Context: an optimization exercise on an open-source flow, tuned for small area. The choices shown serve that exercise and are no tape-out recipe. Where RTL was checked, it was by simulation tests only, not by an equivalence proof against the original. No activity file was given, so power comes from the tool's default toggle rates.

## the previous run
==> flow/design.v <==
module gray_converter(
    input [23:0] rgb_in,
    output [7:0] rgb_out 
);
assign rgb_out = (rgb_in[7:0] >> 4) + (rgb_in[15:8] >> 1) + (rgb_in[23:16] >> 2);
endmodule
module line_buffer #(parameter DEPTH = 204, parameter DATA_WIDTH = 8) (
    input clk,
    input shift_en,
    input [DATA_WIDTH-1:0] data_in,
    output logic [DEPTH*DATA_WIDTH-1:0] taps
);
always_ff @(posedge clk) begin
    if (shift_en)
        taps <= {taps[(DEPTH-1)*DATA_WIDTH-1:0], data_in};
end
endmodule
module row_fifo_manager #(parameter WIDTH = 100, parameter DATA_WIDTH = 8) (
    input clk,
    input rst_n,
    input shift_en,
    input [DATA_WIDTH-1:0] data_in,
    output logic [DATA_WIDTH-1:0] p11, p12, p13,
    output logic [DATA_WIDTH-1:0] p21, p22, p23,
    output logic [DATA_WIDTH-1:0] p31, p32, p33
);
localparam DEPTH = 2*WIDTH + 4;
logic [DEPTH*DATA_WIDTH-1:0] taps;
logic [7:0] cnt;
line_buffer #(.DEPTH(DEPTH), .DATA_WIDTH(DATA_WIDTH)) lb (.clk(clk), .shift_en(shift_en),
                .data_in(data_in), .taps(taps));
always_ff @(posedge clk or negedge rst_n) begin
    if (!rst_n)
        cnt <= '0;
    else if (shift_en && cnt != DEPTH)
        cnt <= cnt + 8'd1;
end
function automatic [DATA_WIDTH-1:0] tap(input integer k);
    tap = taps[k*DATA_WIDTH +: DATA_WIDTH] & {DATA_WIDTH{cnt > k}};
endfunction
assign p31 = tap(0);
assign p32 = tap(1);
assign p33 = tap(2);
assign p21 = tap(WIDTH+1);
assign p22 = tap(WIDTH+2);
assign p23 = tap(WIDTH+3);
assign p11 = tap(2*WIDTH+1);
assign p12 = tap(2*WIDTH+2);
assign p13 = tap(2*WIDTH+3);
endmodule
module pixel_matrix_3x3;
endmodule
module sobel_kernel #(
    parameter THRESHOLD = 350
)(
    input  logic clk,
    input  logic rst_n,
    input  logic [7:0] p11, p12, p13,
    input  logic [7:0] p21, p22, p23,
    input  logic [7:0] p31, p32, p33,
    output logic edge_out
);
    logic signed [10:0] Gx, Gy;
    logic [10:0] abs_gx, abs_gy;
    logic [11:0] sum;
    logic e1, e2, e3;
    always_comb begin
        Gx = (p13 + (p23 << 1) + p33) - (p11 + (p21 << 1) + p31);
        Gy = (p11 + (p12 << 1) + p13) - (p31 + (p32 << 1) + p33);
        abs_gx = (Gx < 0) ? -Gx : Gx;
        abs_gy = (Gy < 0) ? -Gy : Gy;
        sum = abs_gx + abs_gy;
    end
    always_ff @(posedge clk or negedge rst_n) begin
        if (!rst_n) begin
            e1 <= 1'b0; e2 <= 1'b0; e3 <= 1'b0; edge_out <= 1'b0;
        end else begin
            e1 <= (sum > THRESHOLD);
            e2 <= e1;
            e3 <= e2;
            edge_out <= e3;
        end
    end
endmodule
module image_processor #(parameter WIDTH = 100, parameter DATA_WIDTH = 8) (
    input clk,
    input rst_n,
    input shift_en,
    input [3*DATA_WIDTH-1:0] data_in,
    output logic [3*DATA_WIDTH-1:0] out_pixel
);
logic [DATA_WIDTH-1:0] gray_px;
logic [DATA_WIDTH-1:0] p11, p12, p13, p21, p22, p23, p31, p32, p33;
logic edge_px;
gray_converter gc(.rgb_in(data_in), .rgb_out(gray_px));
row_fifo_manager #(.WIDTH(100), .DATA_WIDTH(8)) rfm (.clk(clk), .rst_n(rst_n), .shift_en(shift_en),
                      .data_in(gray_px),
                      .p11(p11), .p12(p12), .p13(p13),
                      .p21(p21), .p22(p22), .p23(p23),
                      .p31(p31), .p32(p32), .p33(p33));
sobel_kernel #(.THRESHOLD(350)) kernel (
        .clk, .rst_n,
        .p11, .p12, .p13, .p21, .p22, .p23, .p31, .p32, .p33,
        .edge_out(edge_px)
    );
assign out_pixel = {3*DATA_WIDTH{edge_px}};
endmodule
clock: 6.0 ns
lec_check: 0
cap_margin: 20
core_margin: 2
core_utilization: 40
slew_margin: 20
run.sh (not shown) runs the stock make flow with config.mk's settings and CLKGATE_MAP_FILE= SYNTH_SCRIPT=/design/flow/synth_recipe.tcl, a recipe that flattens the netlist after the stock synthesis.
The flow for the previous run finished, though final verification flagged setup timing.
For the current run, these inputs were changed with respect to the previous run:
--- a/flow/design.v
+++ b/flow/design.v
@@ -59,24 +59,23 @@
     input  logic [7:0] p21, p22, p23,
     input  logic [7:0] p31, p32, p33,
     output logic edge_out
 );
-    logic signed [10:0] Gx, Gy;
-    logic [10:0] abs_gx, abs_gy;
-    logic [11:0] sum;
+    localparam logic [9:0] T = THRESHOLD / 2;
+    logic [9:0] a_pos, a_neg, b_pos, b_neg;
     logic e1, e2, e3;
     always_comb begin
-        Gx = (p13 + (p23 << 1) + p33) - (p11 + (p21 << 1) + p31);
-        Gy = (p11 + (p12 << 1) + p13) - (p31 + (p32 << 1) + p33);
-        abs_gx = (Gx < 0) ? -Gx : Gx;
-        abs_gy = (Gy < 0) ? -Gy : Gy;
-        sum = abs_gx + abs_gy;
+        a_pos = p12 + p13 + p23;
+        a_neg = p21 + p31 + p32;
+        b_pos = p23 + p32 + p33;
+        b_neg = p11 + p12 + p21;
     end
     always_ff @(posedge clk or negedge rst_n) begin
         if (!rst_n) begin
             e1 <= 1'b0; e2 <= 1'b0; e3 <= 1'b0; edge_out <= 1'b0;
         end else begin
-            e1 <= (sum > THRESHOLD);
+            e1 <= ({1'b0, a_pos} > a_neg + T) || ({1'b0, a_neg} > a_pos + T) ||
+                  ({1'b0, b_pos} > b_neg + T) || ({1'b0, b_neg} > b_pos + T);
             e2 <= e1;
             e3 <= e2;
             edge_out <= e3;
         end
==> run summary <==
Compared to the previous run, the current run has clock-buffer cell count 29 higher.
Summary of the comparison: amount of wire on met3 after detailed routing is lower in the current run, relative to the previous run.
Comparing the previous run and the current run, the one run not ending clean was the previous run.
The previous run -> stages 100% | layout checks FAIL | setup timing
Overall power of the completed layout of the current run falls short of that of the previous run by more than a quarter.
Floorplan row count on the current run is up relative to the previous run.
[the current run] first-pass iteration count of the detailed router rose 2 relative to the previous run
The current run ended with less core utilization than the previous run.
Against the previous run as the reference, the current run delivers a higher post-synthesis simple-gate area fraction.
The previous run → the current run: register fraction of the total cell area neither gained nor lost much, effective utilization at floorplan neither gained nor lost much, final-layout non-clock buffer area share lost 1.1 points.
Per the comparison of the current run with the previous run, clock power share +11 points, minimum clock period after layout -1.12 ns, XOR/XNOR share of the synthesized area +0.37 points.
No run of this note included a check of the RTL's function; only the layout flow was run.


== old ==
Another version of the RTL of image_processor (not shown whole).
For scale: about 2000 cells after synthesis, about 1600 flip-flops.
==> module row_fifo_manager, before the edit <==
module row_fifo_manager #(parameter WIDTH = 100, parameter DATA_WIDTH = 8) (
    input clk,
    input rst_n,
    input shift_en,
    input [DATA_WIDTH-1:0] data_in,
    output logic [DATA_WIDTH-1:0] p11, p12, p13,
    output logic [DATA_WIDTH-1:0] p21, p22, p23,
    output logic [DATA_WIDTH-1:0] p31, p32, p33
);
localparam DEPTH = 2*WIDTH + 4;
logic [DEPTH*DATA_WIDTH-1:0] taps;
logic [7:0] cnt;
line_buffer #(.DEPTH(DEPTH), .DATA_WIDTH(DATA_WIDTH)) lb (.clk(clk), .shift_en(shift_en),
                .data_in(data_in), .taps(taps));
always_ff @(posedge clk or negedge rst_n) begin
    if (!rst_n)
        cnt <= '0;
    else if (shift_en && cnt != DEPTH)
        cnt <= cnt + 8'd1;
end
function automatic [DATA_WIDTH-1:0] tap(input integer k);
    tap = taps[k*DATA_WIDTH +: DATA_WIDTH] & {DATA_WIDTH{cnt > k}};
endfunction
assign p31 = tap(0);
assign p32 = tap(1);
assign p33 = tap(2);
assign p21 = tap(WIDTH+1);
assign p22 = tap(WIDTH+2);
assign p23 = tap(WIDTH+3);
assign p11 = tap(2*WIDTH+1);
assign p12 = tap(2*WIDTH+2);
assign p13 = tap(2*WIDTH+3);
endmodule
==> flow/config.mk <==
export PLATFORM = sky130hd
export DESIGN_NAME = image_processor
export DESIGN_NICKNAME = image_processor
export VERILOG_FILES = /design/flow/design.v
export SDC_FILE = /design/flow/constraint.sdc
export NUM_CORES = 4
export LEC_CHECK = 0
export CAP_MARGIN = 20
export CORE_MARGIN = 2
export CORE_UTILIZATION = 65
export PLACE_DENSITY = 0.75
export SLEW_MARGIN = 20
==> flow/constraint.sdc <==
create_clock -name core_clock -period 6.0 [get_ports {clk}]
set_input_delay 1.2000 -clock core_clock [delete_from_list [all_inputs] [get_ports {clk}]]
set_output_delay 1.2000 -clock core_clock [all_outputs]
set_load 0.01 [all_outputs]
standard.sh (not shown) runs the stock make flow with config.mk's settings and CLKGATE_MAP_FILE= SYNTH_SCRIPT=/design/flow/synth_recipe.tcl, a recipe that flattens the netlist after the stock synthesis.
==> flow/flow/run.sh <==
#!/bin/bash
# Own flow: the standard layout (standard.sh, standard synthesis and
# floorplan/power grid unchanged), with the clock tree built from larger
# sink clusters and without dummy loads, and the ports buffered with the
# smallest buffer. Each step's full log stays in orfs/logs/; make's own
# output goes to standard.log.
set -euo pipefail
cd "$(dirname "$0")/.."
export CTS_ARGS="-sink_clustering_enable -repair_clock_nets -sink_clustering_size ${CTS_SIZE:-30} -sink_clustering_max_diameter ${CTS_DIAM:-60} -dont_use_dummy_load"
export BUFFER_PORTS_ARGS="-buffer_cell sky130_fd_sc_hd__buf_1"
bash standard.sh > standard.log 2>&1
[flow] old | stages: complete | final checks: fail | reason: setup timing
For new, these inputs were changed with respect to old:
-- flow/design.v --
<<< old, line 26
);
localparam DEPTH = 2*WIDTH + 4;
logic [DEPTH*DATA_WIDTH-1:0] taps;
logic [7:0] cnt;
line_buffer #(.DEPTH(DEPTH), .DATA_WIDTH(DATA_WIDTH)) lb (.clk(clk), .shift_en(shift_en),
                .data_in(data_in), .taps(taps));
always_ff @(posedge clk or negedge rst_n) begin
    if (!rst_n)
        cnt <= '0;
    else if (shift_en && cnt != DEPTH)
        cnt <= cnt + 8'd1;
end
function automatic [DATA_WIDTH-1:0] tap(input integer k);
    tap = taps[k*DATA_WIDTH +: DATA_WIDTH] & {DATA_WIDTH{cnt > k}};
endfunction
assign p31 = tap(0);
assign p32 = tap(1);
assign p33 = tap(2);
assign p21 = tap(WIDTH+1);
assign p22 = tap(WIDTH+2);
assign p23 = tap(WIDTH+3);
assign p11 = tap(2*WIDTH+1);
assign p12 = tap(2*WIDTH+2);
assign p13 = tap(2*WIDTH+3);
endmodule
module pixel_matrix_3x3;
>>> new, line 26
);
localparam DEPTH = 2*WIDTH + 4;
localparam N = DATA_WIDTH;
logic [DEPTH*N-1:0] taps;
logic [7:0] cnt;             
logic [2:0] v3, v2, v1;      
line_buffer #(.DEPTH(DEPTH), .DATA_WIDTH(N)) lb (.clk(clk), .shift_en(shift_en),
                .data_in(data_in), .taps(taps));
always_ff @(posedge clk or negedge rst_n) begin
    if (!rst_n) begin
        cnt <= '0;
        v3 <= '0; v2 <= '0; v1 <= '0;
    end else if (shift_en) begin
        if (cnt != 8'(2*WIDTH+1))
            cnt <= cnt + 8'd1;
        v3 <= {v3[1:0], 1'b1};
        v2 <= {v2[1:0], v2[0] | (cnt == 8'(WIDTH+1))};
        v1 <= {v1[1:0], v1[0] | (cnt == 8'(2*WIDTH+1))};
    end
end
function automatic [N-1:0] tap(input integer k, input logic valid);
    tap = taps[k*N +: N] & {N{valid}};
endfunction
assign p31 = tap(0, v3[0]);
assign p32 = tap(1, v3[1]);
assign p33 = tap(2, v3[2]);
assign p21 = tap(WIDTH+1, v2[0]);
assign p22 = tap(WIDTH+2, v2[1]);
assign p23 = tap(WIDTH+3, v2[2]);
assign p11 = tap(2*WIDTH+1, v1[0]);
assign p12 = tap(2*WIDTH+2, v1[1]);
assign p13 = tap(2*WIDTH+3, v1[2]);
endmodule
module pixel_matrix_3x3;
==> run summary <==
The flow did not stop early for new: all stages ran, and the layout cleared the timing, design-rule and antenna checks.
new vs old, minimum setup slack after placement went up by 0.55 ns.
Taking old as the reference point, the count of clock-buffer cells in the layout of new rises by about 6%.
Summed area of non-filler cells in the final layout: new and old compared, higher one is new
new ended with less final cycle utilization of the critical path than old.
Total number of cells along the worst setup path (new vs. old) decreases by more than a quarter
Summary of new over old: instance area after placement did not really move, upper clock frequency limit went up, first-pass GRT wire length went up.
Of new and old, it is new that has the lower share of the final layout cell area in multi-input gates.
new against old: sequential share of the synthesized area stayed essentially flat; hold slack has decreased; clock skew went up; met1 global-route usage +4.3 points.
Comparing the two runs side by side, new comes out behind old on wire length.
Only the layout flow was run in old; the RTL was not checked for function there.

separate check: timing with driven ports:
How much do the figures lean on ideal ports? The routed layouts below were timed once more, with nothing changed but the port constraints.
Step 1: set_driving_cell puts a clkbuf_16 on clk and a buf_2 on each other input, an assumption about the parent block.
Step 2 times the ports against the registers' clock, not the clock port: input delays grow and output delays shrink by t, the midpoint of the rising clock arrivals with the driver on.
Slacks: no drivers / after step 1 / after step 2; pairs: no drivers / after step 1.
run | t (ns) | slack for setup (ns) | worst setup path after step 2
the previous run | 0.805 | -0.837 / -0.837 / -0.837 | register to register
the current run | 0.817 | 0.283 / 0.283 / 0.283 | register to register
old | 0.691 | -0.364 / -0.364 / -0.364 | register to register
new | 0.682 | 0.086 / 0.086 / 0.086 | register to register
